Background: an optimization exercise with open tools, aiming at small area and a short achievable clock period. Do not read the settings as production practice. Where RTL was checked, it was by simulation tests only, not by an equivalence proof against the original. No activity file was given, so power comes from the tool's default toggle rates.

## pipelined_fpadder
module pipelined_fpadder (a,b,sub,rm,s,clk,clrn,e);
	input clk, clrn;
	input [15:0] a, b;
	input [1:0] rm;
	input sub;
	input e;
	output reg [15:0] s;
	wire [4:0] ea = a[14:10];
	wire [4:0] eb = b[14:10];
	wire ha = |ea;
	wire hb = |eb;
	wire [10:0] ma = {ha, a[9:0]};
	wire [10:0] mb = {hb, b[9:0]};
	wire [4:0] ee = ea + eb + 5'd17;           
	wire a_ff = &ea, b_ff = &eb;
	wire a_f0 = ~|a[9:0], b_f0 = ~|b[9:0];
	wire a_inf = a_ff & a_f0, b_inf = b_ff & b_f0;
	wire a_nan = a_ff & ~a_f0, b_nan = b_ff & ~b_f0;
	wire is_inf = a_inf | b_inf;
	wire is_nan = a_nan | b_nan | ((sub ^ a[15] ^ b[15]) & a_inf & b_inf);
	wire [8:0] nan9 = (a[8:0] > b[8:0]) ? a[8:0] : b[8:0];
	function [3:0] lz10;
		input [9:0] f;
		reg [15:0] g;
		reg [7:0] h8;
		reg [3:0] h4;
		reg [1:0] h2;
		reg z8, z4, z2;
		begin
			g = {f, 6'b111111};
			z8 = ~|g[15:8];
			h8 = z8 ? g[7:0] : g[15:8];
			z4 = ~|h8[7:4];
			h4 = z4 ? h8[3:0] : h8[7:4];
			z2 = ~|h4[3:2];
			h2 = z2 ? h4[1:0] : h4[3:2];
			lz10 = {z8, z4, z2, ~h2[1]};
		end
	endfunction
	wire [3:0] za = lz10(a[9:0]);
	wire [3:0] zb = lz10(b[9:0]);
	wire ez = ~|ee;
	wire [4:0] mm = {ee[4:1], ee[0] | ez};     
	wire [3:0] mc = mm[4] ? 4'd15 : mm[3:0];
	wire [3:0] zs = ha ? zb : za;
	wire [5:0] dd = {1'b0, ee} - {2'b0, zs};  
	wire x1 = ~dd[5] & |dd[4:1];               
	wire [3:0] sh1 = x1 ? zs + 4'd1 : mc;
	wire [4:0] eb_1 = x1 ? dd[4:0] : {4'd0, ~ez};
	wire [4:0] zz = {1'b0, za} + {1'b0, zb};
	wire x2 = zz < 5'd15;
	wire [3:0] sh2 = (zz > 5'd13) ? 4'd15 : zz[3:0] + 4'd2;
	wire [4:0] eb_2 = x2 ? 5'd16 - zz : 5'd1;
  ...
Size: about 1200 cells after synthesis, roughly 9000 um^2 of cells after synthesis.
==> module fp_norm, before the edit <==
module fp_norm (c, sh, x, eb, rm, sign, nan, inf, res);
	input [14:0] c;       
	input [3:0] sh;       
	input x;              
	input [4:0] eb;       
	input [1:0] rm;
	input sign, nan, inf;
	output [15:0] res;
	wire [14:0] t = c << sh;
	wire d = x & ~t[14];
	wire [13:0] f0 = d ? t[13:0] : t[14:1];
	wire rne = ~rm[1] & ~rm[0];
	wire rup = (~rm[1] & rm[0] & sign) | (rm[1] & ~rm[0] & ~sign);
	wire plus1 = rne & f0[2] & (f0[1] | f0[0] | f0[3]) | rup & (f0[2] | f0[1] | f0[0]);
	wire [10:0] m = f0[13:3];
	wire [10:0] ao;       
	assign ao[0] = 1'b1;
	assign ao[1] = m[0];
	wire a01 = m[0] & m[1];
	wire a23 = m[2] & m[3];
	wire a45 = m[4] & m[5];
	wire a67 = m[6] & m[7];
	wire a89 = m[8] & m[9];
	wire a03 = a01 & a23;
	wire a47 = a45 & a67;
	assign ao[2] = a01;
	assign ao[3] = a01 & m[2];
	assign ao[4] = a03;
	assign ao[5] = a03 & m[4];
	assign ao[6] = a03 & a45;
	assign ao[7] = a03 & a45 & m[6];
	assign ao[8] = a03 & a47;
	assign ao[9] = a03 & a47 & m[8];
	assign ao[10] = a03 & a47 & a89;
	wire all1 = ao[10] & m[10];
	wire [10:0] fr = m ^ ({11{plus1}} & ao);
	wire cout = plus1 & all1;
	wire [4:0] ebm = eb - 5'd1;
	wire [4:0] ebp = eb + 5'd1;
	wire [4:0] x0 = d ? ebm : eb;
	wire [4:0] x1 = d ? eb : ebp;
	wire [4:0] expo = cout ? x1 : x0;
	wire e31 = &eb, e30 = (eb == 5'd30), e00 = (eb == 5'd0);
	wire ovf = f0[13] & (d ? (e00 | (e31 & cout)) : (e31 | (e30 & cout)));
	wire big = ovf & ~(rne | rup);        
	assign res =
		nan ? {1'b1, 5'h1f, 1'b1, eb, sh} :
		(ovf | inf) ? {sign, 4'hf, ~big, {10{big}}} :
		{sign, f0[13] ? expo : 5'd0, fr[9:0]};
endmodule
==> module pipelined_fpadder, before the edit <==
module pipelined_fpadder (a,b,sub,rm,s,clk,clrn,e);
	input clk, clrn;
	input [15:0] a, b;
	input [1:0] rm;
	input sub;
	input e;
	output reg [15:0] s;
	wire [4:0] ea = a[14:10];
	wire [4:0] eb = b[14:10];
	wire ha = |ea;
	wire hb = |eb;
	wire [10:0] ma = {ha, a[9:0]};
	wire [10:0] mb = {hb, b[9:0]};
	wire [4:0] ee = ea + eb + 5'd17;           
	wire a_ff = &ea, b_ff = &eb;
	wire a_f0 = ~|a[9:0], b_f0 = ~|b[9:0];
	wire a_inf = a_ff & a_f0, b_inf = b_ff & b_f0;
	wire a_nan = a_ff & ~a_f0, b_nan = b_ff & ~b_f0;
	wire is_inf = a_inf | b_inf;
	wire is_nan = a_nan | b_nan | ((sub ^ a[15] ^ b[15]) & a_inf & b_inf);
	wire [8:0] nan9 = (a[8:0] > b[8:0]) ? a[8:0] : b[8:0];
	function [3:0] lz10;
		input [9:0] f;
		reg [15:0] g;
		reg [7:0] h8;
		reg [3:0] h4;
		reg [1:0] h2;
		reg z8, z4, z2;
		begin
			g = {f, 6'b111111};
			z8 = ~|g[15:8];
			h8 = z8 ? g[7:0] : g[15:8];
			z4 = ~|h8[7:4];
			h4 = z4 ? h8[3:0] : h8[7:4];
			z2 = ~|h4[3:2];
			h2 = z2 ? h4[1:0] : h4[3:2];
			lz10 = {z8, z4, z2, ~h2[1]};
		end
	endfunction
	wire [3:0] za = lz10(a[9:0]);
	wire [3:0] zb = lz10(b[9:0]);
	wire ez = ~|ee;
	wire [4:0] mm = {ee[4:1], ee[0] | ez};     
	wire [3:0] mc = mm[4] ? 4'd15 : mm[3:0];
	wire [3:0] zs = ha ? zb : za;
	wire [5:0] dd = {1'b0, ee} - {2'b0, zs};  
	wire x1 = ~dd[5] & |dd[4:1];               
	wire [3:0] sh1 = x1 ? zs + 4'd1 : mc;
	wire [4:0] eb_1 = x1 ? dd[4:0] : {4'd0, ~ez};
	wire [4:0] zz = {1'b0, za} + {1'b0, zb};
	wire x2 = zz < 5'd15;
	wire [3:0] sh2 = (zz > 5'd13) ? 4'd15 : zz[3:0] + 4'd2;
	wire [4:0] eb_2 = x2 ? 5'd16 - zz : 5'd1;
	wire both = ~ha & ~hb;
	wire none = ha & hb;
	wire ll_lt = none | (both ? x2 : x1);
	wire [3:0] shc = none ? 4'd0 : both ? sh2 : sh1;
	wire [4:0] eb1 = none ? ee + 5'd1 : both ? eb_2 : eb_1;
	wire [14:0] ps, pk;
	wire pcin;
	fp_mul11 mul (.x(ma), .y(mb), .s_hi(ps), .k_hi(pk), .cin(pcin));
	reg [13:0] r_ps, r_pk;
	reg r_cin;
	reg [4:0] r_eb;
	reg [3:0] r_sh;
	reg [1:0] r_rm;
	reg r_sign, r_x, r_nan, r_inf;
	reg r_v;
	always @(posedge clk or negedge clrn) begin
		if (!clrn) r_v <= 0;
		else if (e) r_v <= 1'b1;
	end
	always @(posedge clk) begin
		if (e) begin
			r_ps <= ps[13:0];    
			r_pk <= pk[13:0];
			r_cin <= pcin;
			r_eb <= is_nan ? nan9[8:4] : eb1;    
			r_sh <= is_nan ? nan9[3:0] : shc;
			r_rm <= rm;
			r_sign <= a[15] ^ b[15];
			r_x <= ll_lt;
			r_nan <= is_nan;
			r_inf <= is_inf;
		end
	end
	wire [15:0] r_cw = {1'b0, r_ps, r_cin} + {1'b0, r_pk, r_cin};   
	wire [14:0] r_c = r_cw[15:1];
	wire [15:0] res;
	fp_norm norm (.c(r_c), .sh(r_sh), .x(r_x), .eb(r_eb), .rm(r_rm), .sign(r_sign),
		.nan(r_nan), .inf(r_inf), .res(res));
	wire [15:0] res_v = res & {16{r_v}};
	always @(posedge clk or negedge clrn) begin
		if (!clrn) s <= 0;
		else if (e) s <= res_v;
	end
endmodule
Settings: LEC_CHECK=0, ABC_AREA=1, CAP_MARGIN=20, CORE_MARGIN=2, CORE_UTILIZATION=40, SETUP_SLACK_MARGIN=0.3, SLEW_MARGIN=20, SYNTH_HIERARCHICAL=1; clock period 7.0 ns.
standard.sh (not shown) runs the stock make flow with config.mk's settings and CLKGATE_MAP_FILE= SYNTH_SCRIPT=/design/flow/synth_recipe.tcl, a recipe that flattens the netlist after the stock synthesis.
==> flow/flow/run.sh <==
#!/bin/bash
# The standard layout, with plain buffers (not delay buffers) on the ports.
set -euo pipefail
bash standard.sh "BUFFER_PORTS_ARGS=-buffer_cell sky130_fd_sc_hd__buf_1" finish > make_finish.log 2>&1
The baseline completed without violations.
Rerun with:
--- a/flow/design.v
+++ b/flow/design.v
@@ -320,15 +320,16 @@
 	input a, b;
 	output s, co;
 	assign s = a ^ b;
 	assign co = a & b;
 endmodule
-module fp_norm (c, sh, x, eb, rm, sign, nan, inf, res);
+module fp_norm (c, sh, x, eb, pay, rm, sign, nan, inf, res);
 	input [14:0] c;       
 	input [3:0] sh;       
 	input x;              
 	input [4:0] eb;       
+	input [8:0] pay;      
 	input [1:0] rm;
 	input sign, nan, inf;
 	output [15:0] res;
 	wire [14:0] t = c << sh;
 	wire d = x & ~t[14];
@@ -366,11 +367,11 @@
 	wire [4:0] expo = cout ? x1 : x0;
 	wire e31 = &eb, e30 = (eb == 5'd30), e00 = (eb == 5'd0);
 	wire ovf = f0[13] & (d ? (e00 | (e31 & cout)) : (e31 | (e30 & cout)));
 	wire big = ovf & ~(rne | rup);        
 	assign res =
-		nan ? {1'b1, 5'h1f, 1'b1, eb, sh} :
+		nan ? {1'b1, 5'h1f, 1'b1, pay} :
 		(ovf | inf) ? {sign, 4'hf, ~big, {10{big}}} :
 		{sign, f0[13] ? expo : 5'd0, fr[9:0]};
 endmodule
 `timescale 1ns / 1ps
 module pipelined_fpadder (a,b,sub,rm,s,clk,clrn,e);
@@ -412,59 +413,60 @@
 			lz10 = {z8, z4, z2, ~h2[1]};
 		end
 	endfunction
 	wire [3:0] za = lz10(a[9:0]);
 	wire [3:0] zb = lz10(b[9:0]);
-	wire ez = ~|ee;
-	wire [4:0] mm = {ee[4:1], ee[0] | ez};     
-	wire [3:0] mc = mm[4] ? 4'd15 : mm[3:0];
-	wire [3:0] zs = ha ? zb : za;
-	wire [5:0] dd = {1'b0, ee} - {2'b0, zs};  
-	wire x1 = ~dd[5] & |dd[4:1];               
-	wire [3:0] sh1 = x1 ? zs + 4'd1 : mc;
-	wire [4:0] eb_1 = x1 ? dd[4:0] : {4'd0, ~ez};
-	wire [4:0] zz = {1'b0, za} + {1'b0, zb};
-	wire x2 = zz < 5'd15;
-	wire [3:0] sh2 = (zz > 5'd13) ? 4'd15 : zz[3:0] + 4'd2;
-	wire [4:0] eb_2 = x2 ? 5'd16 - zz : 5'd1;
 	wire both = ~ha & ~hb;
 	wire none = ha & hb;
-	wire ll_lt = none | (both ? x2 : x1);
-	wire [3:0] shc = none ? 4'd0 : both ? sh2 : sh1;
-	wire [4:0] eb1 = none ? ee + 5'd1 : both ? eb_2 : eb_1;
+	wire [4:0] zv = both ? {1'b0, za} + {1'b0, zb} : {1'b0, ha ? zb : za};
 	wire [14:0] ps, pk;
 	wire pcin;
 	fp_mul11 mul (.x(ma), .y(mb), .s_hi(ps), .k_hi(pk), .cin(pcin));
 	reg [13:0] r_ps, r_pk;
 	reg r_cin;
-	reg [4:0] r_eb;
-	reg [3:0] r_sh;
+	reg [4:0] r_e;      
+	reg [4:0] r_z;      
+	reg r_none, r_both;
 	reg [1:0] r_rm;
-	reg r_sign, r_x, r_nan, r_inf;
+	reg r_sign, r_nan, r_inf;
 	reg r_v;
 	always @(posedge clk or negedge clrn) begin
 		if (!clrn) r_v <= 0;
 		else if (e) r_v <= 1'b1;
 	end
 	always @(posedge clk) begin
 		if (e) begin
 			r_ps <= ps[13:0];    
 			r_pk <= pk[13:0];
 			r_cin <= pcin;
-			r_eb <= is_nan ? nan9[8:4] : eb1;    
-			r_sh <= is_nan ? nan9[3:0] : shc;
+			r_e <= is_nan ? {1'b0, nan9[8:5]} : ee;
+			r_z <= is_nan ? nan9[4:0] : zv;
+			r_none <= none;
+			r_both <= both;
 			r_rm <= rm;
 			r_sign <= a[15] ^ b[15];
-			r_x <= ll_lt;
 			r_nan <= is_nan;
 			r_inf <= is_inf;
 		end
 	end
 	wire [15:0] r_cw = {1'b0, r_ps, r_cin} + {1'b0, r_pk, r_cin};   
 	wire [14:0] r_c = r_cw[15:1];
+	wire ez = ~|r_e;
+	wire [3:0] mc = r_e[4] ? 4'd15 : {r_e[3:1], r_e[0] | ez};    
+	wire [5:0] dd = {1'b0, r_e} - {1'b0, r_z};    
+	wire x1 = ~dd[5] & |dd[4:1];
+	wire [3:0] sh1 = x1 ? r_z[3:0] + 4'd1 : mc;
+	wire [4:0] eb_1 = x1 ? dd[4:0] : {4'd0, ~ez};
+	wire x2 = r_z < 5'd15;                       
+	wire [3:0] sh2 = (r_z > 5'd13) ? 4'd15 : r_z[3:0] + 4'd2;
+	wire [4:0] eb_2 = x2 ? 5'd16 - r_z : 5'd1;
+	wire r_x = r_none | (r_both ? x2 : x1);
+	wire [3:0] r_sh = r_none ? 4'd0 : r_both ? sh2 : sh1;
+	wire [4:0] r_eb = r_none ? r_e + 5'd1 : r_both ? eb_2 : eb_1;
+	wire [8:0] r_pay = {r_e[3:0], r_z};
 	wire [15:0] res;
-	fp_norm norm (.c(r_c), .sh(r_sh), .x(r_x), .eb(r_eb), .rm(r_rm), .sign(r_sign),
+	fp_norm norm (.c(r_c), .sh(r_sh), .x(r_x), .eb(r_eb), .pay(r_pay), .rm(r_rm), .sign(r_sign),
 		.nan(r_nan), .inf(r_inf), .res(res));
 	wire [15:0] res_v = res & {16{r_v}};
 	always @(posedge clk or negedge clrn) begin
 		if (!clrn) s <= 0;
 		else if (e) s <= res_v;
The changed run finished with timing, DRC and antenna clean.
Final area goes up slightly.
Die area rose slightly.
Sequential power came out higher by a few percent.
Maximum frequency goes down by a little under a tenth.
Global-route usage rises by 0.88 points.
Non-clock buffer count came out higher by 4.
Total power rose by roughly a tenth.
Utilization came out lower by 0.56 points.
Via count went up slightly.
Cell count stays the same.
The RTL of the second run of this note was laid out without a check of its function.

port drivers added, routing unchanged:
How much do the figures lean on ideal ports? The routed layouts below were timed once more, with nothing changed but the port constraints. Step 1: set_driving_cell puts a clkbuf_16 on clk and a buf_2 on each other input, an assumption about the parent block. Step 2 moves the port delays by t, midway between the first and last clock arrival at a register: inputs arrive t later, outputs are due t later. That takes back most of the time a late clock gives input paths. a / b / c = no drivers / after step 1 / after step 2; a / b = the first two.
run | t, ns | setup WS [ns] | worst setup path at the end | slew at the worst register clock pin (ns)
the first run | 0.366 | 2.152 / 2.164 / 1.798 | input to register | 0.05 / 0.05
the second run | 0.373 | 1.778 / 1.778 / 1.778 | register to register | 0.06 / 0.06
After both steps setup and hold are still met in every run listed. The setup slack of the first run, which loses most, moves by +0.012 ns with the drivers and by -0.354 ns with both steps.
